From an optimization exercise on the open Yosys and OpenROAD flow, aimed at small area and a short achievable clock period; shortcuts taken in it are not production practice.
Only simulation tests tie the RTL to the original design; equivalence was not proved.
Power figures rest on the tool's default switching activity, not on a simulated workload.

==> flow/design.v <==
module APB_master(input             PCLK,
                  input             PRESETn,
                  input             Transfer,
                  input             Wr_Rd,
                  input      [4:0]  Address,
                  input      [31:0] write_data,
                  output reg [31:0] read_data,
                  input      [31:0] PRDATA,    
                  output reg [31:0] PSEL_ROW,  
                  output reg [31:0] PWDATA,
                  output            PWEN,      
                  output            PACCESS,
                  output            PREAD);    
    reg st_setup, st_access;
    reg pwrite_q;
    wire go = PRESETn & Transfer;
    always @(posedge PCLK) begin
        st_setup  <= go & ~st_setup;
        st_access <= go & st_setup;
    end
    always @(posedge PCLK) begin
        PSEL_ROW <= 32'd1 << Address;
        pwrite_q <= Wr_Rd;
        PWDATA   <= write_data;
    end
    assign PACCESS = st_access;
    assign PREAD   = st_access & ~pwrite_q;
    assign PWEN    = PRESETn & st_access & pwrite_q;
    wire rd_hold = ~(PRESETn & st_access & ~pwrite_q);
    always @(posedge PCLK)
        read_data <= ({32{PRESETn}} & PRDATA) | ({32{rd_hold}} & read_data);
endmodule
module APB_slave(input         PCLK,
                 input  [31:0] PSEL_ROW,
                 input  [31:0] PWDATA,
                 input         PWEN,
                 input         PREAD,
                 output [31:0] PRDATA);
    reg [31:0] mem [0:31];
    integer i;
    always @(posedge PCLK) begin
        for (i = 0; i < 32; i = i + 1)
            if (PWEN & PSEL_ROW[i])
                mem[i] <= PWDATA;
    end
    reg [31:0] rd;
    always @(*) begin
        rd = 32'd0;
        for (i = 0; i < 32; i = i + 1)
            rd = rd | (mem[i] & {32{PSEL_ROW[i] & PREAD}});
    end
    assign PRDATA = rd;
endmodule
module APB_top(input PCLK,
               input PRESETn,
               input Transfer,
               input Wr_Rd,
               input [4:0] Address,
               input [31:0] write_data,
               output [31:0] read_data);
    wire [31:0] PSEL_ROW, PWDATA, PRDATA;
    wire        PWEN, PACCESS, PREAD;
    APB_master Design_master(.PCLK(PCLK), .PRESETn(PRESETn), .Transfer(Transfer),
                             .Wr_Rd(Wr_Rd), .Address(Address), .write_data(write_data),
                             .read_data(read_data), .PRDATA(PRDATA), .PSEL_ROW(PSEL_ROW),
                             .PWDATA(PWDATA), .PWEN(PWEN), .PACCESS(PACCESS),
                             .PREAD(PREAD));
    APB_slave Design_slave(.PCLK(PCLK), .PSEL_ROW(PSEL_ROW), .PWDATA(PWDATA),
                           .PWEN(PWEN), .PREAD(PREAD), .PRDATA(PRDATA));
endmodule
==> flow/run.sh <==
#!/bin/bash
# synth_recipe.tcl (not shown) runs the flow's synth.tcl, then flattens the netlist and writes it again
# the make line also repeats each setting of config.mk as NAME=value (left out here)
make -C /OpenROAD-flow-scripts/flow DESIGN_CONFIG=/design/flow/config.mk WORK_HOME=/design/flow/orfs CLKGATE_MAP_FILE= SYNTH_SCRIPT=/design/flow/synth_recipe.tcl finish
==> flow/config.mk <==
export PLATFORM = sky130hd
export DESIGN_NAME = APB_top
export DESIGN_NICKNAME = APB_top
export VERILOG_FILES = /design/flow/design.v
export SDC_FILE = /design/flow/constraint.sdc
export NUM_CORES = 4
export LEC_CHECK = 0
export CAP_MARGIN = 20
export CORE_MARGIN = 2
export CORE_UTILIZATION = 40
export CTS_BUF_LIST = sky130_fd_sc_hd__clkbuf_4
export PLACE_DENSITY = 0.6
export SETUP_SLACK_MARGIN = 3.0
export SLEW_MARGIN = 20
==> flow/constraint.sdc <==
create_clock -name core_clock -period 5.0 [get_ports {PCLK}]
set_input_delay 1.0000 -clock core_clock [delete_from_list [all_inputs] [get_ports {PCLK}]]
set_output_delay 1.0000 -clock core_clock [all_outputs]
set_load 0.01 [all_outputs]
==> out/qor.yml, run 1 <==
run_status:
  status: "no timing/DRC/antenna violations"
routing:
  routed_wl_um: 116000
  drtAntennaViolNets: 0
  wire_per_inst_um: 29.7
  via_per_inst: 5.87
  drcViolationCount: 0
  first_pass_iters: 6
  drt_iter0_markers: 3082
  num_vias: 22900
run:
  maxCapViolCount: 0
power:
  peakVddDrop_uv: 218
  internal_power_mw: 14.7
  seq_power_share: 0.557
  p_sw_mw: 4.20
  p_per_area_nw_per_um2: 412
  pwr-share-comb: 0.032
  p_leak_nw: 14.5
  switching_share: 0.222
  clkPwrFrac: 0.411
final_layout:
  final_util: 0.469
  drive_gt1_frac: 0.294
  fin_nets: 2444
  syn_to_final_growth_pct: 16.7
  fillers: 8343
  multiInputGateArea_um2: 6380
  finalNonFillerCells: 3900
  area.sequential_um2: 32900
floorplanning:
  core_um2: 97800
  dieArea_um2: 101000
  io_pins: 73
  die_y_um: 318
  rows: 115
  die_w_um: 318
  initial_utilization: 0.402
critical_path:
  cp_num_buf_inv: 1
  arrival_ns: 1.63
  worst_path_max_delay_cell: "dfxtp_4"
  reg2reg_depth: 2
  crit_end: "read_data[21]"
  r2r_slack_ns: 2.94
  crit_required_ns: 4.00
  crit_family: "flip-flops"
  crit_start: "Design_master.read_data[21]$_DFF_P_"
  crit_path_start_kind: "register"
  path_max_fanout: 2
  reg2reg_to: "Design_slave.mem[15][26]$_DFFE_PP_"
  endpoint_kind: "primary output"
  crit_chain: "buf_6"
  worstSetupPathType: "register to primary output"
  cp_num_cells: 1
  slowest_delay_ns: 0.36
  r2r-start: "Design_master.pwrite_q$_DFF_P_"
timing:
  setup_viol: 0
  worstMarginPinSlew_ns: 1.04
  hold_slack_ns: 0.270
  hold_violations: 0
  fin_tns_setup_ns: 0
  timing.fmax_ghz: 0.381
  fin_skew_ns: 0.0988
  fin_crit_sh: 0.525
  min_period_ns: 2.63
  slew_headroom: 0.310
  rsz0062_at_grt: "yes"
  slew_violations: 0
logic_synthesis:
  ys_ff_latch: 1123
  synthFlopType: "edfxtp_1"
  synth_top_area_share: 0.782
  synth_nets: 2122
  syn_avg_cell_area_um2: 18.9
  ys_types: 23
  synth_edf_count: 1024
  netlist_instances: 2081
  yosys.area.top_type: "edfxtp_1"
  ys_seq_area_frac: 0.832
  yosysMostFrequentCell: "edfxtp_1"
  netlist_top_cells_area: "edfxtp_1 78%, a22oi_1 9.8%, dfxtp_1 5.0%"
  netlist_area_um2: 39300
  yosys-top-cells-count: "1024 x edfxtp_1, 512 x a22oi_1, 128 x nand4_1, 99 x dfxtp_1, 57 x buf_6"
  yosysWarnings: 3
  async_flop_share: 0
global_route:
  grt_antenna_before_repair: 4
  gr-usage-all-layers: 0.214
  grt_overflow: 0
  grt_max_degree: 45
  grt_pass1_vias: 21700
  grt_pass1_wl_um: 153000
clock_network:
  cts_hold_buffers: 0
  insertion_delay_ns: 1.17
  cts_buffer_depth: 4
  cts_buffers: 297
  cts_tree: "yes"
  clock-sinks: 1123
  cts_max_level: 5
  clk_pin_slew_ns: 0.07
  cts_root_buf: "clkbuf_4"
placed_design:
  hpwl_um: 66100
  place_inst: 3333
  portBuffers: 72
  gp_congestion: 0.876
hold_path:
  hold_path_class: "input port to register"
  hp-start: "write_data[1]"
[final cells by class]
| type | count | share of cell area |
|---|---|---|
| multi-input cells | 850 | 0.139 |
| diodes | 8 | 0.000436 |
| clock inverters | 55 | 0.00589 |
| repair buffers | 131 | 0.0301 |
| flip-flops and latches | 1123 | 0.717 |
| well taps | 1287 | 0.0351 |
| clock buffers | 446 | 0.0730 |
[per-stage QoR]
step           total power, mW  setup WS [ns]  cell area (µm²)
6_report                  18.9           2.37            45900
5_1_grt                   19.5           2.27            45900
4_1_cts                   19.0           2.28            45200
3_5_place_dp              11.2           1.57            41000
3_3_place_gp              11.2           1.68            41000
2_1_floorplan             10.8           2.94            39400
[cell families after synthesis]
| family | count (synthesis) | synth area share |
|---|---|---|
| AOI/OAI and AO/OA | 544 | 0.102 |
| buffers and inverters | 140 | 0.0264 |
| DFF | 1123 | 0.832 |
| and+or+nand+nor | 274 | 0.0394 |
[state kept, by name, summed over array words and instances (netlist names)]
register                 flops
Design_master.st_access      1
Design_master.read_data     32
Design_master.pwrite_q       1
Design_master.PSEL_ROW      32
Design_master.st_setup       1
Design_master.PWDATA        32
Design_slave.mem          1024
[cells in the final DEF (no fill, tap or decap), types with 3 or more instances in the layout]
cell type,Yosys,routed
o21ai_0,3,3
a22oi_2,0,44
clkinv_1,0,42
and2_2,0,8
buf_4,4,37
nand3b_1,4,4
clkbuf_4,0,446
clkinv_2,0,6
dfxtp_2,0,56
nor4_2,0,22
buf_12,0,5
dfxtp_4,0,20
o21ai_1,29,29
nor4_4,0,7
clkdlybuf4s50_1,0,40
nand2_1,35,35
nor4_1,32,3
buf_6,57,43
and3_4,0,4
nor2_1,34,34
dfxtp_1,99,23
diode_2,0,8
nand4_1,128,128
a22oi_1,512,468
and2_4,0,52
edfxtp_1,1024,1024
inv_2,0,4
[power by group through the flow]
| stage | clock, mW | sequential, mW | combinational (mW) |
|---|---|---|---|
| floorplan | 0 | 10.6 | 0.192 |
| global placement | 0 | 10.7 | 0.522 |
| global route | 8.36 | 10.5 | 0.631 |
| finish | 7.76 | 10.5 | 0.604 |
| CTS | 7.85 | 10.5 | 0.579 |
| detailed placement | 0 | 10.7 | 0.526 |
[worst register-to-register path, cell delays in order (launching register included)]
cell and delay (ns):
dfxtp_1 0.59, and3_4 0.56, and2_2 0.55
[worst min-delay path by stage]
stage / endpoint / depth (start not counted)
6_report: Design_master.PWDATA[1]$_DFF_P_ / 1
3_3_place_gp: Design_master.st_setup$_DFF_P_ / 1
5_1_grt: Design_master.PWDATA[1]$_DFF_P_ / 1
4_1_cts: Design_master.PWDATA[1]$_DFF_P_ / 1
2_1_floorplan: Design_master.st_setup$_DFF_P_ / 1
3_5_place_dp: Design_master.st_setup$_DFF_P_ / 1
[routing by layer]
layer	share of wire	track usage
met5	0	0
met4	0.029	0.0798
met3	0.11	0.0557
met2	0.45	0.308
met1	0.41	0.311
[timing repair]
action                     CTS  global route
cloned                       1            34
pin swaps                   51            68
resized for setup          280            77
buffers inserted            11            12
setup endpoints to repair  167           688
==> run 2: changes to the inputs <==
--- a/flow/config.mk
+++ b/flow/config.mk
@@ -10,5 +10,6 @@
 export CORE_UTILIZATION = 40
-export CTS_BUF_LIST = sky130_fd_sc_hd__clkbuf_4
+export CTS_CLUSTER_DIAMETER = 100
+export CTS_CLUSTER_SIZE = 25
 export PLACE_DENSITY = 0.6
-export SETUP_SLACK_MARGIN = 3.0
+export SETUP_SLACK_MARGIN = 2.9
 export SLEW_MARGIN = 20
==> run 2 against run 1 <==
Net effect:
- cell area down 4.8%
- first-iteration DRC count increased by 1.8%
- combinational power down 11%
- sequential cell count unchanged
- clock power decreased by 37%
- still clean on timing, DRC and antenna
- die area stayed put
- sequential share of layout area is 3.7 points higher
==> out/qor.yml, run 2 <==
critical_path:
  worst_path_max_delay_cell: "dfxtp_4"
  endpoint_kind: "primary output"
  crit_start: "Design_master.read_data[4]$_DFF_P_"
  crit_required_ns: 4.00
  cp_num_buf_inv: 1
  crit_family: "flip-flops"
  crit_path_start_kind: "register"
  slowest_delay_ns: 0.46
  crit_chain: "buf_6"
  r2r-start: "Design_master.PSEL_ROW[30]$_SDFF_PN0_"
  path_max_fanout: 2
  arrival_ns: 1.25
  worstSetupPathType: "register to primary output"
timing:
  min_period_ns: 2.25
  fin_tns_setup_ns: 0
  rsz0062_at_grt: "yes"
  fin_crit_sh: 0.450
  hold_slack_ns: 0.410
  timing.fmax_ghz: 0.444
  fin_skew_ns: 0.0256
  setup_viol: 0
  slew_violations: 0
  slew_headroom: 0.265
  hold_violations: 0
  worstMarginPinSlew_ns: 1.10
final_layout:
  fin_nets: 2191
  final_cell_mix: "1024 x edfxtp_1, 482 x a22oi_1, 128 x nand4_1"
  top_register: "Design_slave.mem"
  final_util: 0.446
  final_common_cell: "edfxtp_1"
  syn_to_final_growth_pct: 11.0
  drive_gt1_frac: 0.161
  largest_reg_flops: 1024
floorplanning:
  die_w_um: 318
  die_y_um: 318
  rows: 115
  core_um2: 97800
  dieArea_um2: 101000
  io_pins: 73
  initial_utilization: 0.402
global_route:
  busiest_layer: "met2"
  gr-usage-all-layers: 0.219
  met2_usage: 0.375
  grt_antenna_before_repair: 9
  grt_pass1_vias: 19700
  met3_usage: 0.0386
  grt_overflow: 0
  grt_pass1_wl_um: 155000
  grt_util_met1: 0.280
  grt_max_degree: 65
clock_network:
  clk_pin_slew_ns: 0.10
  cts_max_level: 2
  clock-sinks: 1123
  insertion_delay_ns: 0.66
  cts_tree: "yes"
  cts_root_buf: "clkbuf_16"
  cts_hold_buffers: 0
  cts_buffers: 51
  cts_buffer_depth: 3
power:
  peakVddDrop_uv: 247
  seq_power_share: 0.661
  p_per_area_nw_per_um2: 366
  internal_power_mw: 12.6
  switching_share: 0.214
  p_sw_mw: 3.42
  totalPowerFinal_mw: 16.0
  clkPwrFrac: 0.305
  p_leak_nw: 13.0
  pwr-share-comb: 0.034
logic_synthesis:
  syn_avg_cell_area_um2: 18.9
  synth_edf_count: 1024
  yosys.area.top_type: "edfxtp_1"
  ys_seq_area_frac: 0.832
  async_flop_share: 0
  synthFlopType: "edfxtp_1"
  ys_types: 23
  synth_nets: 2122
  yosysMostFrequentCell: "edfxtp_1"
  ys_ff_latch: 1123
  yosysWarnings: 3
  yosys-top-cells-count: "1024 x edfxtp_1, 512 x a22oi_1, 128 x nand4_1, 99 x dfxtp_1, 57 x buf_6"
  netlist_area_um2: 39300
  synth_top_area_share: 0.782
  netlist_instances: 2081
  netlist_top_cells_area: "edfxtp_1 78%, a22oi_1 9.8%, dfxtp_1 5.0%"
routing:
  routed_wl_um: 116000
  drcViolationCount: 0
  wire_per_inst_um: 33.2
  first_pass_iters: 5
  drt_iter0_markers: 3138
  num_vias: 21100
  via_per_inst: 6.07
  drtAntennaViolNets: 0
run_status:
  status: "no timing/DRC/antenna violations"
run:
  maxCapViolCount: 0
placed_design:
  gp_congestion: 0.892
  portBuffers: 72
  hpwl_um: 68000
hold_path:
  hp-start: "Design_master.st_setup$_DFF_P_"
  hold_path_class: "register to register"
## run 2: metrics by stage
| stage | setup slack, ns | std cells | area, µm² |
|---|---|---|---|
| after floorplan | 2.79 | 2081 | 39400 |
| after global placement | 1.78 | 3314 | 40900 |
| after detailed placement | 1.74 | 3314 | 40900 |
| after CTS | 2.73 | 3449 | 43200 |
| after global routing | 2.72 | 3479 | 43600 |
| final | 2.75 | 3484 | 43700 |
## run 2: worst paths after layout
| path | end | slack (ns) | cells after the start |
|---|---|---|---|
| setup / recovery | read_data[4] | 2.75 | 1 |
| hold / removal | Design_master.st_setup$_DFF_P_ | 0.41 | 1 |
| setup reg to reg | Design_master.read_data[16]$_DFF_P_ | 2.84 | 5 |
| hold reg to reg | Design_master.st_setup$_DFF_P_ | 0.41 | 1 |
## run 2: worst register-to-register path, stage by stage (launching register included)
cell,delay [ns]
dfxtp_1,0.32
buf_6,0.18
a22oi_2,0.32
nand4_1,0.63
nor4_2,0.47
o21ai_1,0.09
## run 2: layout make-up
| type | count | area, µm² |
|---|---|---|
| timing repair buffer | 106 | 1220 |
| multi-input combinational | 868 | 6420 |
| clock inverter | 4 | 32.5 |
| fill | 8340 | 54200 |
| antenna | 5 | 12.5 |
| sequential | 1123 | 32900 |
| tap | 1287 | 1610 |
| clock buffer | 91 | 1480 |
## run 2: cell families (layout without fill, tap and decap cells)
family                 Yosys count  after routing  share of synthesized area
flip-flops                    1123           1123                      0.832
AND/OR/NAND/NOR                274            324                     0.0394
buffers and inverters          140            201                     0.0264
other                            0              5                          0
AO/OA/AOI/OAI                  544            544                      0.102
## run 2: repair_timing
action	in CTS	in global routing
gates resized for setup	293	46
cloned	34	22
endpoints found under the setup margin	1080	565
buffers inserted	6	8
pin swaps	37	22
## run 2: metal layers
metal / vias up / wire, µm
met5: - / 43
met3: 196 / 10000
li1: 8790 / -
met1: 11000 / 43400
met2: 1162 / 57400
met4: 6 / 4780
## run 2: power groups by stage
stage,Clock [mW],Combinational (mW),Sequential (mW)
final,4.88,0.536,10.6
after global routing,5.19,0.557,10.6
after CTS,4.88,0.521,10.6
after detailed placement,0,0.473,10.8
after global placement,0,0.472,10.8
after floorplan,0,0.191,10.6
==> run 3: changes to the inputs <==
--- a/flow/config.mk
+++ b/flow/config.mk
@@ -9,6 +9,6 @@
 export CORE_MARGIN = 2
-export CORE_UTILIZATION = 40
+export CORE_UTILIZATION = 65
 export CTS_CLUSTER_DIAMETER = 100
 export CTS_CLUSTER_SIZE = 25
-export PLACE_DENSITY = 0.6
+export PLACE_DENSITY = 0.75
 export SETUP_SLACK_MARGIN = 2.9
==> run 3 against run 2 <==
Net effect:
- count of clock-buffer cells in the layout is 3 higher
- combinational power is 9.9% higher
- sequential share of layout area is 0.12 points lower
- maximum frequency is 1.7% higher
- power is 0.67% lower
- synthesized area stayed put
- via count is 6.3% higher
- die area is 38% lower
- utilization is 28 points higher
- routed wire length is 3.0% lower
- critical path type is now register to register
- largest cell class unchanged
==> out/qor.yml, run 3 <==
logic_synthesis:
  ys_types: 23
  yosys.area.top_type: "edfxtp_1"
  synth_top_family_by_area: "compound AO/OA/AOI/OAI gates"
  synth.area.mux_share: 0
  synthSimpleGateAreaFrac: 0.0394
  yosysMostFrequentCell: "edfxtp_1"
  syn_avg_cell_area_um2: 18.9
  netlist_instances: 2081
  synth_fa_ha_area_frac: 0
  yosys-top-cells-count: "1024 x edfxtp_1, 512 x a22oi_1, 128 x nand4_1, 99 x dfxtp_1, 57 x buf_6"
  netlist_area_um2: 39300
  synth_compound_area_frac: 0.102
  synth_edf_count: 1024
  ys_seq_area_frac: 0.832
  ys_ff_latch: 1123
  yosysWarnings: 3
  synth-xor-area-share: 0
  synth_nets: 2122
  netlist_top_cells_area: "edfxtp_1 78%, a22oi_1 9.8%, dfxtp_1 5.0%"
  synthFlopType: "edfxtp_1"
  synth_top_area_share: 0.782
  async_flop_share: 0
clock_network:
  insertion_delay_ns: 0.65
  cts_buffer_depth: 3
  cts_root_buf: "clkbuf_16"
  cts_max_level: 2
  clk_pin_slew_ns: 0.10
  cts_buffers: 50
  cts_hold_buffers: 0
  clock-sinks: 1123
  cts_tree: "yes"
critical_path:
  crit_required_ns: 5.52
  path_max_fanout: 35
  worstSetupPathType: "register to register"
  endpoint_kind: "register"
  arrival_ns: 2.73
  crit_path_start_kind: "register"
routing:
  drtAntennaViolNets: 0
  first_pass_iters: 6
  drcViolationCount: 0
  num_vias: 22500
  via_per_inst: 7.36
  routed_wl_um: 112000
  wire_per_inst_um: 36.7
  drt_iter0_markers: 4234
timing:
  worstMarginPinSlew_ns: 1.05
  slew_violations: 0
  fin_crit_sh: 0.443
  rsz0062_at_grt: "yes"
  layout_setup_ws_ns: 2.79
  fin_tns_setup_ns: 0
  timing.fmax_ghz: 0.452
  fin_skew_ns: 0.0195
  setup_viol: 0
  slew_headroom: 0.300
  hold_violations: 0
  min_period_ns: 2.21
placed_design:
  dpl_cell_area_um2: 40400
  pre_cts_ws_ns: 1.67
  hpwl_um: 62700
  portBuffers: 72
  gp_congestion: 0.915
global_route:
  met2_usage: 0.509
  grt_pass1_vias: 19900
  gr-usage-all-layers: 0.342
  grt_overflow: 0
  grt_antenna_before_repair: 7
  grt_pass1_wl_um: 148000
  busiest_layer: "met2"
  met3_usage: 0.0941
  grt_util_met1: 0.485
  grt_max_degree: 41
floorplanning:
  die_y_um: 250
  io_pins: 73
  dieArea_um2: 62500
  initial_utilization: 0.654
  die_w_um: 250
  rows: 90
  core_um2: 60100
power:
  totalPowerFinal_mw: 15.9
  p_leak_nw: 13.4
  peakVddDrop_uv: 283
  p_per_area_nw_per_um2: 364
final_layout:
  syn_to_final_growth_pct: 11.0
  top_register: "Design_slave.mem"
  design_area_um2: 43700
  final_common_cell: "edfxtp_1"
  final_cell_mix: "1024 x edfxtp_1, 491 x a22oi_1, 128 x nand4_1"
  largest_reg_flops: 1024
  drive_gt1_frac: 0.169
  fin_nets: 2264
hold_path:
  hold_path_class: "register to register"
run:
  maxCapViolCount: 0
run_status:
  status: "no timing/DRC/antenna violations"
[run 3: cell counts after synthesis]
No cell type changed its count.
[run 3: power breakdown]
group	switching [mW]	leakage, nW	total, mW	internal (mW)
Combinational	0.351	2.63	0.589	0.238
Sequential	0.217	10.0	10.5	10.3
Clock	2.75	0.708	4.78	2.03
Total	3.32	13.4	15.9	12.6
[run 3: layer usage]
layer / routed length (µm) / vias up / part of all wire
met5: 55 / - / 0.00049
met4: 5830 / 8 / 0.052
met3: 17600 / 282 / 0.16
met2: 50800 / 2046 / 0.45
met1: 37900 / 11200 / 0.34
li1: - / 8980 / -
[run 3: critical path, cell delays in order, from the launching register on]
cell     delay [ns]
dfxtp_1        0.31
buf_4          0.25
a22oi_1        0.50
nand4_1        0.40
nor4_1         0.51
o21ai_1        0.10
[run 3: path summary, 6_finish.rpt]
path | from | to | slack (ns) | cells after the start
setup / recovery | Design_master.PSEL_ROW[11]$_SDFF_PP0_ | Design_master.read_data[3]$_DFF_P_ | 2.79 | 5
hold / removal | Design_master.st_setup$_DFF_P_ | Design_master.st_setup$_DFF_P_ | 0.43 | 1
setup reg to reg | Design_master.PSEL_ROW[11]$_SDFF_PP0_ | Design_master.read_data[3]$_DFF_P_ | 2.79 | 5
hold reg to reg | Design_master.st_setup$_DFF_P_ | Design_master.st_setup$_DFF_P_ | 0.43 | 1
[run 3: what timing repair did]
item / in CTS / in global routing
gates cloned: 44 / 45
resized for setup: 248 / 97
setup buffers: 17 / 13
pin swaps: 23 / 26
setup endpoints to repair: 1088 / 1076
[run 3: through the flow]
| stage | std cells | util | hold slack, ns |
|---|---|---|---|
| 6_report | 3054 | 0.726 | 0.427 |
| 4_1_cts | 2988 | 0.710 | 0.422 |
| 3_3_place_gp | 2833 | 0.672 | 0.394 |
| 3_5_place_dp | 2833 | 0.672 | 0.403 |
| 5_1_grt | 3047 | 0.726 | 0.457 |
| 2_1_floorplan | 2081 | - | 0.383 |
[run 3: area by class of cell]
class                           instances  area [µm²]
Tap cell                              782         978
Fill cell                            3486       16500
Multi-Input combinational cell        896        6550
Timing Repair Buffer                  152        1790
Antenna cell                            7        17.5
Clock buffer                           94        1490
Sequential cell                      1123       32800
[run 3: logic make-up (layout without fill, tap and decap cells)]
logic type	count (synthesis)	count (layout)
DFF	1123	1123
other	0	7
and+or+nand+nor	274	352
AOI/OAI and AO/OA	544	544
buffers and inverters	140	246
==> run 4: changes to the inputs <==
--- a/flow/config.mk
+++ b/flow/config.mk
@@ -9,6 +9,6 @@
 export CORE_MARGIN = 2
-export CORE_UTILIZATION = 65
+export CORE_UTILIZATION = 50
 export CTS_CLUSTER_DIAMETER = 100
 export CTS_CLUSTER_SIZE = 25
-export PLACE_DENSITY = 0.75
+export PLACE_DENSITY = 0.65
 export SETUP_SLACK_MARGIN = 2.9
==> run 4 against run 3 <==
Net effect:
- largest power group unchanged
- sequential power hardly changed
- first-iteration DRC count down 6.0%
- via count decreased by 4.0%
- critical endpoint is now Design_master.read_data[6]$_DFF_P_
- routed wire length shrank 1.2%
- power about the same
==> out/qor.yml, run 4 <==
logic_synthesis:
  yosysMostFrequentCell: "edfxtp_1"
  synth_top_area_share: 0.782
  synth_compound_area_frac: 0.102
  ys_types: 23
  netlist_area_um2: 39300
  ys_seq_area_frac: 0.832
  netlist_instances: 2081
  netlist_top_cells_area: "edfxtp_1 78%, a22oi_1 9.8%, dfxtp_1 5.0%"
  synth_top_family_by_area: "compound AO/OA/AOI/OAI gates"
  synth_fa_ha_area_frac: 0
  yosys-top-cells-count: "1024 x edfxtp_1, 512 x a22oi_1, 128 x nand4_1, 99 x dfxtp_1, 57 x buf_6"
  synth_nets: 2122
  synthSimpleGateAreaFrac: 0.0394
  yosys.area.top_type: "edfxtp_1"
  ys_ff_latch: 1123
  yosysWarnings: 3
  synth.area.mux_share: 0
  synth-xor-area-share: 0
  synth_edf_count: 1024
  async_flop_share: 0
  syn_avg_cell_area_um2: 18.9
  synthFlopType: "edfxtp_1"
critical_path:
  arrival_ns: 2.69
  slowest_delay_ns: 0.62
  reg2reg_depth: 4
  crit_chain: "a22oi_1, nand4_1, nor4_2, o21ai_1"
  endpoint_kind: "register"
  crit_path_start_kind: "register"
  crit_required_ns: 5.49
  path_max_fanout: 36
  worst_path_max_delay_cell: "nand4_1"
  worstSetupPathType: "register to register"
global_route:
  grt_overflow: 0
  grt_pass1_wl_um: 149000
  gr-usage-all-layers: 0.264
  grt_max_degree: 65
  grt_antenna_before_repair: 5
  grt_pass1_vias: 19900
final_layout:
  largest_reg_flops: 1024
  final_cell_mix: "1024 x edfxtp_1, 490 x a22oi_1, 128 x nand4_1"
  drive_gt1_frac: 0.175
  final_util: 0.569
  syn_to_final_growth_pct: 12.3
  fin_nets: 2255
  top_register: "Design_slave.mem"
  final_common_cell: "edfxtp_1"
timing:
  fin_tns_setup_ns: 0
  slew_violations: 0
  min_period_ns: 2.20
  fin_crit_sh: 0.440
  setup_viol: 0
  slew_headroom: 0.361
  hold_violations: 0
  timing.fmax_ghz: 0.455
  fin_skew_ns: 0.0137
  worstMarginPinSlew_ns: 0.958
  rsz0062_at_grt: "yes"
routing:
  drtAntennaViolNets: 0
  first_pass_iters: 6
  via_per_inst: 6.54
  wire_per_inst_um: 33.6
  routed_wl_um: 111000
  num_vias: 21600
  drcViolationCount: 0
  drt_iter0_markers: 3981
floorplanning:
  core_um2: 77600
  die_w_um: 284
  io_pins: 73
  initial_utilization: 0.507
  die_y_um: 284
  rows: 102
  dieArea_um2: 80900
placed_design:
  hpwl_um: 61200
  gp_congestion: 0.878
  portBuffers: 72
clock_network:
  cts_root_buf: "clkbuf_16"
  cts_buffer_depth: 3
  insertion_delay_ns: 0.64
  clock-sinks: 1123
  clk_pin_slew_ns: 0.10
  cts_max_level: 2
  cts_hold_buffers: 0
  cts_tree: "yes"
  cts_buffers: 50
power:
  p_leak_nw: 13.4
  peakVddDrop_uv: 262
  p_per_area_nw_per_um2: 360
run:
  maxCapViolCount: 0
hold_path:
  hold_path_class: "register to register"
  hold_path_depth: 1
run_status:
  status: "no timing/DRC/antenna violations"
-- run 4: cell counts after synthesis --
Identical to the previous run, type by type.
-- run 4: layout make-up --
class | instances | area (µm²)
fill | 5807 | 33400
sequential | 1123 | 32900
multi-input combinational | 897 | 6680
timing repair buffer | 142 | 1780
clock buffer | 94 | 1490
tap | 1040 | 1300
antenna | 2 | 5.00
-- run 4: path summary, 6_finish.rpt --
path | slack (ns) | end | from
max | 2.80 | Design_master.read_data[6]$_DFF_P_ | Design_master.PSEL_ROW[25]$_SDFF_PN0_
max reg2reg | 2.80 | Design_master.read_data[6]$_DFF_P_ | Design_master.PSEL_ROW[25]$_SDFF_PN0_
min reg2reg | 0.42 | Design_master.st_setup$_DFF_P_ | Design_master.st_setup$_DFF_P_
min | 0.42 | Design_master.st_setup$_DFF_P_ | Design_master.st_setup$_DFF_P_
-- run 4: repair_timing --
action | 4_1_cts | 5_1_grt
setup endpoints to repair | 1081 | 786
gates resized for setup | 308 | 52
gates cloned | 81 | 5
buffers inserted | 35 | 7
pin swaps | 26 | 26
-- run 4: critical path: cells and delay by family, from the launching register on --
family           cells  cell delay (ns)
AO/OA/AOI/OAI        2             0.35
AND/OR/NAND/NOR      2             1.13
flip-flops           1             0.56
-- run 4: cell families (layout without fill, tap and decap cells) --
group                  count (synthesis)  in the layout
AO/OA/AOI/OAI                        544            544
other                                  0              2
buffers and inverters                140            236
flip-flops                          1123           1123
AND/OR/NAND/NOR                      274            353
-- run 4: power breakdown --
group          switching (mW)  internal [mW]
logic                   0.391          0.247
registers               0.170           10.3
clock network            2.76           2.03
total                    3.32           12.6
-- run 4: per-stage QoR --
stage                     power, mW  worst slack [ns]  instances  hold WS, ns  instance area [µm²]
final                          15.9              2.80       3298        0.423                44100
after global placement         11.2              1.70       3074        0.390                40600
after global routing           16.3              2.83       3296        0.440                44100
after CTS                      15.9              2.80       3284        0.419                43700
after detailed placement       11.2              1.67       3074        0.406                40600
after floorplan                10.8              2.79       2081        0.383                39400
-- run 4: per-layer routing --
metal	track usage	wire [µm]	part of all wire	vias to the layer above
li1	-	-	-	8955
met5	0	19	0.00017	-
met4	0.0867	4000	0.036	4
met3	0.0679	15200	0.14	164
met1	0.382	41900	0.38	11000
met2	0.395	49600	0.45	1426
==> run 5: changes to the inputs <==
--- a/flow/config.mk
+++ b/flow/config.mk
@@ -9,7 +9,7 @@
 export CORE_MARGIN = 2
-export CORE_UTILIZATION = 50
+export CORE_UTILIZATION = 40
 export CTS_CLUSTER_DIAMETER = 100
 export CTS_CLUSTER_SIZE = 25
-export PLACE_DENSITY = 0.65
-export SETUP_SLACK_MARGIN = 2.9
+export PLACE_DENSITY = 0.7
+export SETUP_SLACK_MARGIN = 3.0
 export SLEW_MARGIN = 20
==> run 5 against run 4 <==
Net effect:
- highest routed layer unchanged
- critical path depth is 3 lower
- clock power hardly changed
- routed wire length is 5.8% lower
- sequential cell count stayed put
- count of clock-buffer cells in the layout is 3 lower
- sequential power hardly changed
- synthesized area stayed put
- non-clock buffer count is 30 lower
- largest cell class unchanged
- synthesized cell count stayed put
- combinational power is 0.9% lower
- critical endpoint is now read_data[5]
- die area is 25% higher
- via count is 1.9% lower
==> out/qor.yml, run 5 <==
logic_synthesis:
  ys_seq_area_frac: 0.832
  async_flop_share: 0
  ys_types: 23
  yosys.area.top_type: "edfxtp_1"
  synthFlopType: "edfxtp_1"
  yosys-top-cells-count: "1024 x edfxtp_1, 512 x a22oi_1, 128 x nand4_1, 99 x dfxtp_1, 57 x buf_6"
  yosysWarnings: 3
  synth_nets: 2122
  netlist_instances: 2081
  netlist_area_um2: 39300
  synth_top_area_share: 0.782
  syn_avg_cell_area_um2: 18.9
  synth_edf_count: 1024
  netlist_top_cells_area: "edfxtp_1 78%, a22oi_1 9.8%, dfxtp_1 5.0%"
  yosysMostFrequentCell: "edfxtp_1"
  ys_ff_latch: 1123
clock_network:
  cts_buffers: 51
  cts_tree: "yes"
  cts_root_buf: "clkbuf_16"
  clock-sinks: 1123
  clk_pin_slew_ns: 0.10
  cts_max_level: 2
  cts_hold_buffers: 0
  cts_buffer_depth: 3
  insertion_delay_ns: 0.65
power:
  clkPwrFrac: 0.301
  p_leak_nw: 12.9
  internal_power_mw: 12.5
  p_sw_mw: 3.34
  switching_share: 0.211
  totalPowerFinal_mw: 15.9
  pwr-share-comb: 0.040
  p_per_area_nw_per_um2: 365
  seq_power_share: 0.659
  peakVddDrop_uv: 321
routing:
  first_pass_iters: 6
  via_per_inst: 6.09
  num_vias: 21200
  drtAntennaViolNets: 0
  drt_iter0_markers: 3693
  routed_wl_um: 104000
  wire_per_inst_um: 30.0
  drcViolationCount: 0
critical_path:
  path_max_fanout: 2
  r2r_slack_ns: 2.97
  crit_family: "flip-flops"
  arrival_ns: 1.16
  crit_chain: "buf_6"
  crit_required_ns: 4.00
  cp_num_buf_inv: 1
  slowest_delay_ns: 0.40
  endpoint_kind: "primary output"
  worstSetupPathType: "register to primary output"
  r2r-start: "Design_master.PSEL_ROW[17]$_SDFF_PN0_"
  crit_path_start_kind: "register"
  crit_start: "Design_master.read_data[5]$_DFF_P_"
  worst_path_max_delay_cell: "dfxtp_4"
timing:
  fin_skew_ns: 0.0251
  timing.fmax_ghz: 0.462
  hold_violations: 0
  setup_viol: 0
  slew_headroom: 0.348
  fin_tns_setup_ns: 0
  worstMarginPinSlew_ns: 0.979
  fin_crit_sh: 0.433
  rsz0062_at_grt: "yes"
  slew_violations: 0
  min_period_ns: 2.16
  layout_setup_ws_ns: 2.84
global_route:
  grt_antenna_before_repair: 2
  grt_overflow: 0
  grt_max_degree: 65
  grt_pass1_wl_um: 146000
  gr-usage-all-layers: 0.201
  grt_pass1_vias: 19500
final_layout:
  syn_to_final_growth_pct: 10.6
  final_common_cell: "edfxtp_1"
  final_util: 0.445
  fillers: 8150
  largest_reg_flops: 1024
  design_area_um2: 43500
  final_cell_mix: "1024 x edfxtp_1, 484 x a22oi_1, 128 x nand4_1"
  fin_nets: 2182
  drive_gt1_frac: 0.146
  top_register: "Design_slave.mem"
floorplanning:
  initial_utilization: 0.402
  io_pins: 73
  die_y_um: 318
  dieArea_um2: 101000
  core_um2: 97800
  rows: 115
  die_w_um: 318
placed_design:
  pre_cts_ws_ns: 1.70
  dpl_cell_area_um2: 41000
  hpwl_um: 63600
  gp_congestion: 0.911
  portBuffers: 72
run_status:
  status: "no timing/DRC/antenna violations"
hold_path:
  hold_path_class: "register to register"
  hp-start: "Design_master.st_setup$_DFF_P_"
run:
  maxCapViolCount: 0
==> run 5: cells by family (layout without fill, tap and decap cells) <==
| kind of cell | Yosys count | in the layout | share of synthesized area |
|---|---|---|---|
| AND/OR/NAND/NOR | 274 | 309 | 0.0394 |
| buffers and inverters | 140 | 208 | 0.0264 |
| other | 0 | 3 | 0 |
| AO/OA/AOI/OAI | 544 | 544 | 0.102 |
| flip-flops | 1123 | 1123 | 0.832 |
==> run 5: worst paths after layout <==
path	end	depth (start not counted)
worst max register to register	Design_master.read_data[14]$_DFF_P_	5
worst min register to register	Design_master.st_setup$_DFF_P_	1
worst min-delay path	Design_master.st_setup$_DFF_P_	1
worst max-delay path	read_data[5]	1
==> run 5: layout make-up <==
type	count	area (µm²)	share of cell area
clock inverter	5	62.6	0.00144
multi-input combinational	853	6350	0.146
tap	1287	1610	0.0370
sequential	1123	32800	0.755
timing repair buffer	112	1170	0.0270
clock buffer	91	1450	0.0333
antenna	3	7.51	0.000173
==> run 5: power by group through the flow <==
| stage | logic, mW | registers, mW | clock network [mW] |
|---|---|---|---|
| final | 0.631 | 10.5 | 4.78 |
| after detailed placement | 0.567 | 10.7 | 0 |
| after global routing | 0.655 | 10.5 | 5.11 |
| after floorplan | 0.192 | 10.6 | 0 |
| after global placement | 0.560 | 10.7 | 0 |
| after CTS | 0.618 | 10.5 | 4.79 |
==> run 5: per-layer routing <==
layer,track usage,up-vias,wire length (µm)
met4,0.0678,2,4060
met2,0.304,1546,46500
li1,-,8763,-
met3,0.0394,171,13100
met5,0,-,15
met1,0.294,10700,40700
==> run 5: through the flow <==
step                      hold WS, ns  cells
final                           0.418   3474
after global placement          0.395   3336
after floorplan                 0.383   2081
after detailed placement        0.409   3336
after CTS                       0.425   3470
after global routing            0.472   3472
==> run 5: timing repair <==
item                                     CTS  global route
resized for setup                        300            51
endpoints found under the setup margin  1088           121
pin swaps                                 50            21
gates cloned                              34             1
buffers inserted                           4             0
==> run 6: changes to the inputs <==
--- a/flow/config.mk
+++ b/flow/config.mk
@@ -12,3 +12,3 @@
 export CTS_CLUSTER_SIZE = 25
-export PLACE_DENSITY = 0.7
+export PLACE_DENSITY = 0.6
 export SETUP_SLACK_MARGIN = 3.0
==> run 6 against run 5 <==
Net effect:
- count of clock-buffer cells in the layout increased by 1
- critical path depth is the same
- power grew 0.34%
- sequential cell count is the same
- register-to-register slack worse by 0.07 ns
- global-route usage is 1.3 points higher
- worst hold slack worse by 0.0090 ns
- routed wire length grew 7.9%
- via count up 0.89%
- clock power is essentially flat
- first-iteration DRC count down 11%
- utilization is 0.54 points higher
==> out/qor.yml, run 6 <==
run_status:
  status: "no timing/DRC/antenna violations"
clock_network:
  cts_tree: "yes"
  cts_max_level: 2
  cts_root_buf: "clkbuf_16"
  clk_pin_slew_ns: 0.10
  clock-sinks: 1123
  cts_buffer_depth: 3
  insertion_delay_ns: 0.65
  cts_buffers: 50
logic_synthesis:
  synthFlopType: "edfxtp_1"
  synth_top_area_share: 0.782
  async_flop_share: 0
  yosysMostFrequentCell: "edfxtp_1"
  yosysWarnings: 3
  synth_nets: 2122
  synth_edf_count: 1024
  netlist_instances: 2081
  netlist_top_cells_area: "edfxtp_1 78%, a22oi_1 9.8%, dfxtp_1 5.0%"
  ys_seq_area_frac: 0.832
  syn_avg_cell_area_um2: 18.9
  ys_types: 23
  yosys.area.top_type: "edfxtp_1"
  netlist_area_um2: 39300
  yosys-top-cells-count: "1024 x edfxtp_1, 512 x a22oi_1, 128 x nand4_1, 99 x dfxtp_1, 57 x buf_6"
  ys_ff_latch: 1123
timing:
  setup_viol: 0
  fin_skew_ns: 0.0268
  rsz0062_at_grt: "yes"
  fin_tns_setup_ns: 0
  fin_crit_sh: 0.429
  hold_violations: 0
  timing.fmax_ghz: 0.466
  min_period_ns: 2.15
  slew_headroom: 0.319
  worstMarginPinSlew_ns: 1.02
  slew_violations: 0
placed_design:
  gp_congestion: 0.876
  hpwl_um: 66100
  portBuffers: 72
  dpl_cell_area_um2: 41000
critical_path:
  path_max_fanout: 2
  cp_num_buf_inv: 1
  slowest_delay_ns: 0.38
  crit_family: "flip-flops"
  endpoint_kind: "primary output"
  worstSetupPathType: "register to primary output"
  cp_num_cells: 1
  reg2reg_depth: 6
  crit_end: "read_data[1]"
  crit_required_ns: 4.00
  r2r-start: "Design_master.PSEL_ROW[8]$_SDFF_PP0_"
  crit_chain: "buf_6"
  arrival_ns: 1.15
  worst_path_max_delay_cell: "dfxtp_4"
  reg2reg_to: "Design_master.read_data[8]$_DFF_P_"
  crit_start: "Design_master.read_data[1]$_DFF_P_"
  r2r_slack_ns: 2.90
  crit_path_start_kind: "register"
hold_path:
  hold_path_class: "register to register"
  hp-start: "Design_master.st_setup$_DFF_P_"
  hold_path_depth: 1
power:
  p_leak_nw: 13.2
  p_per_area_nw_per_um2: 362
  peakVddDrop_uv: 239
final_layout:
  final_cell_mix: "1024 x edfxtp_1, 478 x a22oi_1, 128 x nand4_1"
  final_common_cell: "edfxtp_1"
  top_register: "Design_slave.mem"
  fillers: 8313
  fin_nets: 2220
  drive_gt1_frac: 0.170
  design_area_um2: 44000
  syn_to_final_growth_pct: 12.0
  largest_reg_flops: 1024
floorplanning:
  dieArea_um2: 101000
  io_pins: 73
  initial_utilization: 0.402
  die_w_um: 318
  rows: 115
  die_y_um: 318
  core_um2: 97800
routing:
  wire_per_inst_um: 32.1
  drtAntennaViolNets: 0
  first_pass_iters: 5
  via_per_inst: 6.09
  drcViolationCount: 0
  num_vias: 21400
  routed_wl_um: 113000
  drt_iter0_markers: 3305
global_route:
  gr-usage-all-layers: 0.215
  grt_antenna_before_repair: 1
  grt_max_degree: 45
  grt_pass1_vias: 19700
  grt_pass1_wl_um: 153000
  grt_overflow: 0
run:
  maxCapViolCount: 0
run 6: cell counts after synthesis:
Identical to the previous run, type by type.
run 6: worst reg2reg max path, cell delays in order, from the launching register on:
cell and delay, ns:
dfxtp_4 0.36, buf_12 0.14, buf_6 0.16, a22oi_1 0.33, nand4_1 0.51, nor4_4 0.38
o21ai_1 0.09
run 6: what timing repair did:
action | CTS | global route
setup buffers | 17 | 25
gates cloned | 35 | 4
pin swaps | 66 | 35
resized for setup | 320 | 50
hold buffers | 0 | 0
setup endpoints to repair | 1088 | 60
hold endpoints to repair | 0 | 0
run 6: layout make-up:
type	instances	area [µm²]	area share
flip-flops and latches	1123	32900	0.747
multi-input cells	853	6380	0.145
repair buffers	151	1670	0.0380
well taps	1287	1610	0.0366
clock buffers	92	1480	0.0337
diodes	2	5.00	0.000114
run 6: per-layer routing:
| layer | wire (µm) | global-route usage |
|---|---|---|
| met1 | 47500 | 0.324 |
| met2 | 50500 | 0.322 |
| met3 | 11200 | 0.0353 |
| met4 | 3450 | 0.0597 |
| met5 | 0 | 0 |
run 6: worst min-delay path by stage:
stage                     slack [ns]                             end
after floorplan                 0.38  Design_master.st_setup$_DFF_P_
after global placement          0.40  Design_master.st_setup$_DFF_P_
after detailed placement        0.40  Design_master.st_setup$_DFF_P_
after CTS                       0.41  Design_master.st_setup$_DFF_P_
after global routing            0.43  Design_master.st_setup$_DFF_P_
final                           0.41  Design_master.st_setup$_DFF_P_
run 6: kinds of logic after synthesis:
| group | Yosys count | share of synthesized area |
|---|---|---|
| flip-flops | 1123 | 0.832 |
| AO/OA/AOI/OAI | 544 | 0.102 |
| AND/OR/NAND/NOR | 274 | 0.0394 |
| buffers and inverters | 140 | 0.0264 |
run 6: stage by stage:
step | std cells | worst slack (ns) | power [mW] | util | hold slack (ns)
after floorplan | 2081 | 2.94 | 10.8 | - | 0.383
after global placement | 3333 | 1.68 | 11.2 | 0.419 | 0.402
after detailed placement | 3333 | 1.57 | 11.2 | 0.419 | 0.398
after CTS | 3477 | 2.84 | 15.9 | 0.444 | 0.411
after global routing | 3506 | 2.83 | 16.3 | 0.450 | 0.433
final | 3508 | 2.85 | 15.9 | 0.450 | 0.409
run 6: power breakdown:
part / leakage [nW] / switching [mW] / total [mW] / internal, mW
combinational: 2.45 / 0.363 / 0.614 / 0.252
clock: 0.705 / 2.78 / 4.80 / 2.02
sequential: 10.0 / 0.222 / 10.5 / 10.3
total: 13.2 / 3.36 / 15.9 / 12.6
==> run 7: changes to the inputs <==
--- a/flow/config.mk
+++ b/flow/config.mk
@@ -9,6 +9,4 @@
 export CORE_MARGIN = 2
-export CORE_UTILIZATION = 40
-export CTS_CLUSTER_DIAMETER = 100
-export CTS_CLUSTER_SIZE = 25
-export PLACE_DENSITY = 0.6
+export CORE_UTILIZATION = 65
+export PLACE_DENSITY = 0.75
 export SETUP_SLACK_MARGIN = 3.0
==> run 7 against run 6 <==
Net effect:
- final cell count decreased by 12%
- utilization is 30 points higher
- routed wire length down 5.6%
- count of clock-buffer cells in the layout rose by 50
- global-route usage up 12 points
- maximum frequency fell by 0.63%
- combinational power is about 10% higher
- register-to-register slack about the same
- setup slack worse by 0.014 ns
- non-clock buffer count down 7
- synthesized cell count did not move
- critical path type unchanged
- critical endpoint unchanged
- highest routed layer is now met5
==> out/qor.yml, run 7 <==
clock_network:
  cts_hold_buffers: 0
  cts_max_level: 3
  clk_pin_slew_ns: 0.06
  clock-sinks: 1123
  cts_root_buf: "clkbuf_16"
  cts_tree: "yes"
  cts_buffer_depth: 3
  cts_buffers: 105
  insertion_delay_ns: 0.67
timing:
  rsz0062_at_grt: "yes"
  slew_headroom: 0.358
  layout_setup_ws_ns: 2.84
  fin_tns_setup_ns: 0
  fin_crit_sh: 0.432
  slew_violations: 0
  setup_viol: 0
  timing.fmax_ghz: 0.463
  worstMarginPinSlew_ns: 0.962
  hold_violations: 0
  min_period_ns: 2.16
  fin_skew_ns: 0.0211
critical_path:
  arrival_ns: 1.16
  slowest_delay_ns: 0.39
  crit_chain: "buf_6"
  worstSetupPathType: "register to primary output"
  reg2reg_to: "Design_master.read_data[23]$_DFF_P_"
  cp_num_buf_inv: 1
  endpoint_kind: "primary output"
  crit_path_start_kind: "register"
  worst_path_max_delay_cell: "dfxtp_4"
  r2r-start: "Design_master.PSEL_ROW[9]$_SDFF_PP0_"
  crit_start: "Design_master.read_data[1]$_DFF_P_"
  path_max_fanout: 2
  r2r_slack_ns: 2.91
  reg2reg_depth: 6
  crit_family: "flip-flops"
  crit_required_ns: 4.00
placed_design:
  pre_cts_ws_ns: 1.72
  gp_congestion: 0.917
  hpwl_um: 61200
  dpl_cell_area_um2: 40400
  portBuffers: 72
power:
  totalPowerFinal_mw: 19.4
  seq_power_share: 0.539
  internal_power_mw: 15.5
  peakVddDrop_uv: 291
  p_per_area_nw_per_um2: 428
  switching_share: 0.203
  p_leak_nw: 14.2
  pwr-share-comb: 0.035
  p_sw_mw: 3.94
  clkPwrFrac: 0.426
hold_path:
  hold_path_depth: 1
  hold_path_class: "register to register"
  hp-start: "Design_master.st_setup$_DFF_P_"
  hold_end: "Design_master.st_setup$_DFF_P_"
final_layout:
  syn_to_final_growth_pct: 15.2
  design_area_um2: 45300
  drive_gt1_frac: 0.193
  diodes: 0
  top_register: "Design_slave.mem"
  final_cell_mix: "1024 x edfxtp_1, 485 x a22oi_1, 128 x nand4_1"
  largest_reg_flops: 1024
  final_common_cell: "edfxtp_1"
  fin_nets: 2271
  final_util: 0.753
floorplanning:
  die_y_um: 250
  initial_utilization: 0.654
  die_w_um: 250
  dieArea_um2: 62500
  rows: 90
  core_um2: 60100
  io_pins: 73
logic_synthesis:
  synthFlopType: "edfxtp_1"
  synth_top_area_share: 0.782
  yosysWarnings: 3
  synth_edf_count: 1024
  netlist_instances: 2081
  ys_ff_latch: 1123
  syn_avg_cell_area_um2: 18.9
  ys_seq_area_frac: 0.832
  yosys.area.top_type: "edfxtp_1"
  ys_types: 23
  async_flop_share: 0
  synth_nets: 2122
  netlist_top_cells_area: "edfxtp_1 78%, a22oi_1 9.8%, dfxtp_1 5.0%"
  yosysMostFrequentCell: "edfxtp_1"
  yosys-top-cells-count: "1024 x edfxtp_1, 512 x a22oi_1, 128 x nand4_1, 99 x dfxtp_1, 57 x buf_6"
  netlist_area_um2: 39300
global_route:
  grt_max_degree: 65
  grt_pass1_wl_um: 146000
  grt_antenna_before_repair: 2
  gr-usage-all-layers: 0.335
  grt_pass1_vias: 20700
  grt_overflow: 0
run:
  maxCapViolCount: 0
routing:
  drtAntennaViolNets: 0
  num_vias: 22300
  drt_iter0_markers: 4332
  wire_per_inst_um: 34.2
  via_per_inst: 7.20
  routed_wl_um: 106000
  first_pass_iters: 6
  drcViolationCount: 0
run_status:
  status: "no timing/DRC/antenna violations"
-- run 7: cell types whose count changed in the layout (fill, tap and decap cells not counted), moves of 5 or more --
| cell | delta |
|---|---|
| clkinv_1 | +15 |
| dfxtp_4 | -6 |
| clkinv_2 | +25 |
| bufinv_16 | +12 |
| clkbuf_1 | -18 |
| a22oi_2 | -7 |
| dfxtp_1 | +22 |
| a22oi_1 | +7 |
| dfxtp_2 | -16 |
| buf_12 | -5 |
| clkbuf_8 | +5 |
| clkbuf_16 | +62 |
-- run 7: logic make-up after synthesis --
logic type             synth area share
flip-flops                        0.832
buffers and inverters            0.0264
AND/OR/NAND/NOR                  0.0394
AO/OA/AOI/OAI                     0.102
-- run 7: per-layer routing --
metal | vias up | wire length (µm) | track usage
met2 | 1929 | 47300 | 0.482
met3 | 203 | 16800 | 0.0872
met1 | 11200 | 38600 | 0.509
li1 | 8989 | - | -
met4 | 4 | 3540 | 0.112
met5 | - | 27 | 0
-- run 7: what timing repair did --
action	CTS	global route
buffers inserted	12	10
cloned	32	10
resized for setup	260	77
pin swaps	30	27
setup endpoints to repair	1088	254
-- run 7: power groups by stage --
stage	clock (mW)	combinational (mW)	sequential [mW]
6_report	8.27	0.677	10.4
5_1_grt	8.61	0.695	10.5
4_1_cts	8.22	0.635	10.4
3_5_place_dp	0	0.585	10.6
3_3_place_gp	0	0.569	10.6
2_1_floorplan	0	0.192	10.6
-- run 7: stage by stage --
step           std cells  hold slack [ns]
3_3_place_gp        2841            0.391
5_1_grt             3103            0.466
3_5_place_dp        2841            0.430
4_1_cts             3083            0.438
6_report            3103            0.440
2_1_floorplan       2081            0.383
-- run 7: final cells by class --
class,count,area (µm²)
fill,3220,14800
clock inverter,56,576
sequential,1123,32800
multi-input combinational,856,6310
tap,782,978
clock buffer,142,3050
timing repair buffer,144,1540
-- run 7: worst max-delay path by stage --
stage | endpoint | slack (ns) | depth (start not counted)
2_1_floorplan | Design_slave.mem[30][0]$_DFFE_PP_ | 2.94 | 2
3_3_place_gp | Design_slave.mem[31][20]$_DFFE_PP_ | 1.79 | 3
3_5_place_dp | Design_slave.mem[31][12]$_DFFE_PP_ | 1.72 | 3
4_1_cts | read_data[1] | 2.66 | 1
5_1_grt | read_data[1] | 2.84 | 1
6_report | read_data[1] | 2.84 | 1
==> run 8: changes to the inputs <==
--- a/flow/design.v
+++ b/flow/design.v
@@ -11,3 +11,2 @@
                   output            PWEN,      
-                  output            PACCESS,
                   output            PREAD);    
@@ -21,3 +20,3 @@
     always @(posedge PCLK) begin
-        PSEL_ROW <= 32'd1 << Address;
+        PSEL_ROW <= (go & st_setup) ? (32'd1 << Address) : 32'd0;
         pwrite_q <= Wr_Rd;
@@ -25,5 +24,4 @@
     end
-    assign PACCESS = st_access;
-    assign PREAD   = st_access & ~pwrite_q;
-    assign PWEN    = PRESETn & st_access & pwrite_q;
+    assign PREAD   = ~pwrite_q;
+    assign PWEN    = PRESETn & pwrite_q;
     wire rd_hold = ~(PRESETn & st_access & ~pwrite_q);
@@ -61,3 +59,3 @@
     wire [31:0] PSEL_ROW, PWDATA, PRDATA;
-    wire        PWEN, PACCESS, PREAD;
+    wire        PWEN, PREAD;
     APB_master Design_master(.PCLK(PCLK), .PRESETn(PRESETn), .Transfer(Transfer),
@@ -65,3 +63,3 @@
                              .read_data(read_data), .PRDATA(PRDATA), .PSEL_ROW(PSEL_ROW),
-                             .PWDATA(PWDATA), .PWEN(PWEN), .PACCESS(PACCESS),
+                             .PWDATA(PWDATA), .PWEN(PWEN),
                              .PREAD(PREAD));
--- a/flow/config.mk
+++ b/flow/config.mk
@@ -9,4 +9,6 @@
 export CORE_MARGIN = 2
-export CORE_UTILIZATION = 65
-export PLACE_DENSITY = 0.75
+export CORE_UTILIZATION = 40
+export CTS_CLUSTER_DIAMETER = 100
+export CTS_CLUSTER_SIZE = 25
+export PLACE_DENSITY = 0.7
 export SETUP_SLACK_MARGIN = 3.0
==> run 8 against run 7 <==
Net effect:
- highest routed layer is now met4
- routed wire length decreased by 3.2%
- sequential share of layout area grew 3.7 points
- critical path depth unchanged
- final cell count up 11%
- clock power shrank 44%
- largest power group unchanged
- non-clock buffer count fell by 25
- die area increased by 61%
- setup slack worse by 0.017 ns
- register-to-register slack better by 0.07 ns
- sequential power is essentially flat
==> out/qor.yml, run 8 <==
run_status:
  status: "no timing/DRC/antenna violations"
placed_design:
  place_inst: 3343
  portBuffers: 72
  dpl_cell_area_um2: 41100
  hpwl_um: 66100
  gp_congestion: 0.888
logic_synthesis:
  yosys.area.top_type: "edfxtp_1"
  ys_seq_area_frac: 0.832
  netlist_top_cells_area: "edfxtp_1 78%, a22oi_1 9.8%, dfxtp_1 5.0%"
  yosysWarnings: 3
  async_flop_share: 0
  synth_top_area_share: 0.782
  ys_types: 24
  yosys-top-cells-count: "1024 x edfxtp_1, 512 x a22oi_1, 128 x nand4_1, 99 x dfxtp_1, 50 x buf_6"
  ys_ff_latch: 1123
  yosysMostFrequentCell: "edfxtp_1"
  synthFlopType: "edfxtp_1"
  netlist_instances: 2088
  netlist_area_um2: 39300
  synth_edf_count: 1024
  synth_nets: 2129
  syn_avg_cell_area_um2: 18.8
floorplanning:
  initial_utilization: 0.402
  dieArea_um2: 101000
  core_um2: 98000
  io_pins: 73
  rows: 115
  die_w_um: 318
  die_y_um: 318
clock_network:
  clk_pin_slew_ns: 0.10
  cts_tree: "yes"
  insertion_delay_ns: 0.64
  cts_root_buf: "clkbuf_16"
  clock-sinks: 1123
  cts_buffer_depth: 3
  cts_hold_buffers: 0
  cts_buffers: 50
  cts_max_level: 2
power:
  clkPwrFrac: 0.297
  pwr-share-comb: 0.028
  internal_power_mw: 12.5
  peakVddDrop_uv: 260
  seq_power_share: 0.675
  p_leak_nw: 12.8
  switching_share: 0.203
  p_per_area_nw_per_um2: 364
  p_sw_mw: 3.18
critical_path:
  path_max_fanout: 2
  worstSetupPathType: "register to primary output"
  reg2reg_to: "Design_master.read_data[4]$_DFF_P_"
  crit_end: "read_data[17]"
  cp_num_cells: 1
  crit_chain: "buf_6"
  slowest_delay_ns: 0.42
  arrival_ns: 1.18
  crit_required_ns: 4.00
  reg2reg_depth: 5
  cp_num_buf_inv: 1
  crit_start: "Design_master.read_data[17]$_DFF_P_"
  crit_family: "flip-flops"
  r2r-start: "Design_master.PSEL_ROW[17]$_SDFF_PN0_"
  worst_path_max_delay_cell: "dfxtp_4"
  r2r_slack_ns: 2.98
  endpoint_kind: "primary output"
  crit_path_start_kind: "register"
timing:
  slew_violations: 0
  min_period_ns: 2.18
  timing.fmax_ghz: 0.459
  fin_tns_setup_ns: 0
  rsz0062_at_grt: "yes"
  fin_crit_sh: 0.435
  slew_headroom: 0.313
  fin_skew_ns: 0.0352
  worstMarginPinSlew_ns: 1.03
  setup_viol: 0
  hold_violations: 0
routing:
  routed_wl_um: 103000
  drtAntennaViolNets: 0
  via_per_inst: 6.10
  num_vias: 21100
  first_pass_iters: 6
  drcViolationCount: 0
  wire_per_inst_um: 29.7
  drt_iter0_markers: 3028
final_layout:
  drive_gt1_frac: 0.130
  top_register: "Design_slave.mem"
  design_area_um2: 43100
  finalNonFillerCells: 3459
  fin_nets: 2169
  final_cell_mix: "1024 x edfxtp_1, 487 x a22oi_1, 128 x nand4_1"
  syn_to_final_growth_pct: 9.66
  largest_reg_flops: 1024
  final_common_cell: "edfxtp_1"
global_route:
  grt_pass1_vias: 19300
  grt_max_degree: 35
  grt_antenna_before_repair: 3
  gr-usage-all-layers: 0.199
  grt_overflow: 0
  grt_pass1_wl_um: 145000
hold_path:
  hold_path_class: "register to register"
run:
  maxCapViolCount: 0
==> run 8: worst min-delay path by stage <==
stage                                              start                              to  cells after the start
after global routing      Design_master.st_setup$_DFF_P_  Design_master.st_setup$_DFF_P_                      1
after CTS                 Design_master.st_setup$_DFF_P_  Design_master.st_setup$_DFF_P_                      1
after global placement    Design_master.st_setup$_DFF_P_  Design_master.st_setup$_DFF_P_                      1
final                     Design_master.st_setup$_DFF_P_  Design_master.st_setup$_DFF_P_                      1
after detailed placement  Design_master.st_setup$_DFF_P_  Design_master.st_setup$_DFF_P_                      1
after floorplan           Design_master.st_setup$_DFF_P_  Design_master.st_setup$_DFF_P_                      1
==> run 8: per-stage QoR <==
step | hold WS, ns | setup slack [ns] | util | total power [mW]
finish | 0.418 | 2.82 | 0.440 | 15.7
global route | 0.434 | 2.79 | 0.440 | 16.1
CTS | 0.416 | 2.82 | 0.439 | 15.7
detailed placement | 0.402 | 1.70 | 0.419 | 11.2
global placement | 0.398 | 1.73 | 0.419 | 11.1
floorplan | 0.383 | 3.08 | - | 10.7
==> run 8: what timing repair did <==
item,in CTS,in global routing
pin swaps,25,21
resized for setup,265,32
setup endpoints to repair,1121,82
cloned,12,0
buffers inserted,7,1
endpoints found under the hold margin,0,0
==> run 8: cell families (layout without fill, tap and decap cells) <==
group | Yosys count | in the layout | share of synthesized area
compound gates | 544 | 544 | 0.102
flops | 1123 | 1123 | 0.832
other cells | 0 | 3 | 0
buf+inv | 143 | 212 | 0.0268
simple gates | 278 | 290 | 0.0395
==> run 8: area by class of cell <==
cell class                      instances  area [µm²]
Clock buffer                           91        1430
Antenna cell                            3        7.51
Sequential cell                      1123       32900
Tap cell                             1287        1610
Fill cell                            8131       54800
Multi-Input combinational cell        834        6100
Clock inverter                          2        12.5
Timing Repair Buffer                  119        1120
==> run 8: power by group through the flow <==
stage / sequential, mW / combinational, mW / clock [mW]
after global routing: 10.6 / 0.462 / 5.01
final: 10.6 / 0.434 / 4.67
after global placement: 10.8 / 0.381 / 0
after floorplan: 10.7 / 0.0818 / 0
after CTS: 10.6 / 0.431 / 4.68
after detailed placement: 10.8 / 0.387 / 0
==> run 8: routing by layer <==
metal / track usage / part of all wire
met4: 0.0649 / 0.036
met5: 0 / 0
met3: 0.0366 / 0.12
met2: 0.294 / 0.45
met1: 0.297 / 0.40
==> run 9: changes to the inputs <==
--- a/flow/config.mk
+++ b/flow/config.mk
@@ -12,3 +12,3 @@
 export CTS_CLUSTER_SIZE = 25
-export PLACE_DENSITY = 0.7
+export PLACE_DENSITY = 0.6
 export SETUP_SLACK_MARGIN = 3.0
==> run 9 against run 8 <==
Net effect:
- still clean on timing, DRC and antenna
- clock power about the same
- die area unchanged
- non-clock buffer count decreased by 34
- combinational power shrank 9.7%
- clock skew is 0.0023 ns lower
- utilization decreased by 0.17 points
- synthesized cell count unchanged
- cell area shrank 0.39%
- sequential share of layout area is 0.46 points higher
- critical path depth unchanged
- count of clock-buffer cells in the layout decreased by 2
- sequential cell count unchanged
- highest routed layer unchanged
==> out/qor.yml, run 9 <==
run_status:
  status: "no timing/DRC/antenna violations"
routing:
  wire_per_inst_um: 31.6
  routed_wl_um: 108000
  drt_iter0_markers: 3305
  drtAntennaViolNets: 0
  via_per_inst: 6.07
  drcViolationCount: 0
  first_pass_iters: 5
  num_vias: 20800
placed_design:
  place_inst: 3311
  gp_congestion: 0.903
  hpwl_um: 68400
  portBuffers: 72
critical_path:
  endpoint_kind: "primary output"
  arrival_ns: 1.18
  r2r_slack_ns: 2.95
  crit_path_start_kind: "register"
  crit_chain: "buf_6"
  worst_path_max_delay_cell: "dfxtp_4"
  crit_family: "flip-flops"
  worstSetupPathType: "register to primary output"
  cp_num_buf_inv: 1
  crit_required_ns: 4.00
  slowest_delay_ns: 0.41
  path_max_fanout: 2
clock_network:
  cts_root_buf: "clkbuf_16"
  clock-sinks: 1123
  cts_tree: "yes"
  cts_hold_buffers: 0
  insertion_delay_ns: 0.66
  cts_buffers: 50
  cts_max_level: 2
  cts_buffer_depth: 3
  clk_pin_slew_ns: 0.10
timing:
  slew_headroom: 0.352
  setup_viol: 0
  min_period_ns: 2.18
  worstMarginPinSlew_ns: 0.972
  timing.fmax_ghz: 0.458
  rsz0062_at_grt: "yes"
  fin_tns_setup_ns: 0
  slew_violations: 0
  fin_skew_ns: 0.0330
  hold_violations: 0
  hold_slack_ns: 0.428
  fin_crit_sh: 0.437
logic_synthesis:
  syn_avg_cell_area_um2: 18.8
  synth_nets: 2129
  synth_top_area_share: 0.782
  async_flop_share: 0
  netlist_instances: 2088
  synth_edf_count: 1024
  synthFlopType: "edfxtp_1"
  netlist_area_um2: 39300
  ys_seq_area_frac: 0.832
  netlist_top_cells_area: "edfxtp_1 78%, a22oi_1 9.8%, dfxtp_1 5.0%"
  ys_types: 24
  yosysMostFrequentCell: "edfxtp_1"
  ys_ff_latch: 1123
  yosys.area.top_type: "edfxtp_1"
  yosys-top-cells-count: "1024 x edfxtp_1, 512 x a22oi_1, 128 x nand4_1, 99 x dfxtp_1, 50 x buf_6"
  yosysWarnings: 3
floorplanning:
  dieArea_um2: 101000
  die_w_um: 318
  io_pins: 73
  rows: 115
  initial_utilization: 0.402
  core_um2: 98000
  die_y_um: 318
global_route:
  gr-usage-all-layers: 0.209
  grt_pass1_wl_um: 150000
  grt_overflow: 0
  grt_pass1_vias: 19600
  grt_antenna_before_repair: 0
  grt_max_degree: 52
final_layout:
  drive_gt1_frac: 0.135
  largest_reg_flops: 1024
  top_register: "Design_slave.mem"
  final_common_cell: "edfxtp_1"
  fin_nets: 2140
  finalNonFillerCells: 3428
  final_cell_mix: "1024 x edfxtp_1, 481 x a22oi_1, 128 x nand4_1"
  syn_to_final_growth_pct: 9.24
power:
  p_leak_nw: 12.7
  peakVddDrop_uv: 262
  p_per_area_nw_per_um2: 366
hold_path:
  hold_path_class: "register to register"
run:
  maxCapViolCount: 0
[run 9: final timing paths]
kind | endpoint | startpoint | cells after the start
setup / recovery | read_data[21] | Design_master.read_data[21]$_DFF_P_ | 1
hold / removal | Design_master.st_setup$_DFF_P_ | Design_master.st_setup$_DFF_P_ | 1
setup reg to reg | Design_master.read_data[28]$_DFF_P_ | Design_master.PSEL_ROW[9]$_SDFF_PP0_ | 4
hold reg to reg | Design_master.st_setup$_DFF_P_ | Design_master.st_setup$_DFF_P_ | 1
[run 9: timing repair]
item | 4_1_cts | 5_1_grt
pin swaps | 20 | 19
cloned | 17 | 0
setup buffers | 6 | 0
endpoints found under the setup margin | 1120 | 53
gates resized for setup | 275 | 32
[run 9: metrics by stage]
step	total power, mW	area, µm²	setup slack, ns	utilization
2_1_floorplan	10.7	39500	3.08	-
3_3_place_gp	11.2	40900	1.64	0.417
3_5_place_dp	11.2	40900	1.60	0.417
4_1_cts	15.8	42800	2.79	0.437
5_1_grt	16.1	43000	2.78	0.439
6_report	15.7	43000	2.82	0.439
[run 9: area by class of cell]
cell class	count	area (µm²)
timing repair buffer	85	856
sequential	1123	32900
clock inverter	3	33.8
antenna	2	5.00
clock buffer	89	1400
fill	8324	55000
multi-input combinational	839	6130
tap	1287	1610
[run 9: report_power, final]
group          internal (mW)  switching [mW]  leakage (nW)  total (mW)
sequential              10.3           0.306          10.1        10.6
combinational          0.209           0.182          1.93       0.392
clock                   1.93            2.78         0.678        4.70
[run 9: layer usage]
metal,vias up,global-route usage,wire [µm]
li1,8714,-,-
met1,11000,0.319,47300
met2,993,0.308,47800
met3,106,0.0386,10000
met4,0,0.0549,3200
met5,-,0,0
[run 9: cells by family (layout without fill, tap and decap cells)]
group           Yosys count  after routing  synth area share
compound gates          544            544             0.102
flops                  1123           1123             0.832
simple gates            278            295            0.0395
other cells               0              2                 0
buf+inv                 143            177            0.0268

static timing again, ports no longer ideal:
The flow's constraints put no driver on any port. The routed layouts listed below were extracted and timed again, unchanged, in two steps.
Step 1 (the two cells are an assumption about what drives the block):
set clk [get_ports {PCLK}]
set_driving_cell -lib_cell sky130_fd_sc_hd__clkbuf_16 $clk
set_driving_cell -lib_cell sky130_fd_sc_hd__buf_2 [delete_from_list [all_inputs] $clk]
Step 2, shift: input delay + t, output delay - t, t = (earliest + latest rising clock arrival at the registers) / 2. This alone moves slack from input paths to output paths.
Slacks: ideal ports / drivers / drivers and shift; pairs: ideal ports / drivers.
| run | shift t [ns] | slack for setup (ns) | clock arrival spread, ns |
|---|---|---|---|
| run 1 | 1.177 | 2.374 / 2.315 / 1.692 | 0.102 / 0.101 |
| run 2 | 0.708 | 2.748 / 2.685 / 2.467 | 0.028 / 0.029 |
| run 3 | 0.700 | 2.786 / 2.786 / 2.386 | 0.023 / 0.023 |
| run 4 | 0.693 | 2.801 / 2.801 / 2.512 | 0.015 / 0.016 |
| run 5 | 0.710 | 2.837 / 2.770 / 2.300 | 0.027 / 0.027 |
| run 6 | 0.706 | 2.853 / 2.784 / 2.315 | 0.029 / 0.029 |
| run 7 | 0.716 | 2.840 / 2.778 / 2.350 | 0.025 / 0.025 |
| run 8 | 0.688 | 2.823 / 2.759 / 2.417 | 0.038 / 0.038 |
| run 9 | 0.710 | 2.817 / 2.749 / 2.467 | 0.036 / 0.035 |
After both steps setup and hold are still met in every run listed. The setup slack of run 1, which loses most, moves by -0.059 ns with the drivers and by -0.682 ns with both steps.
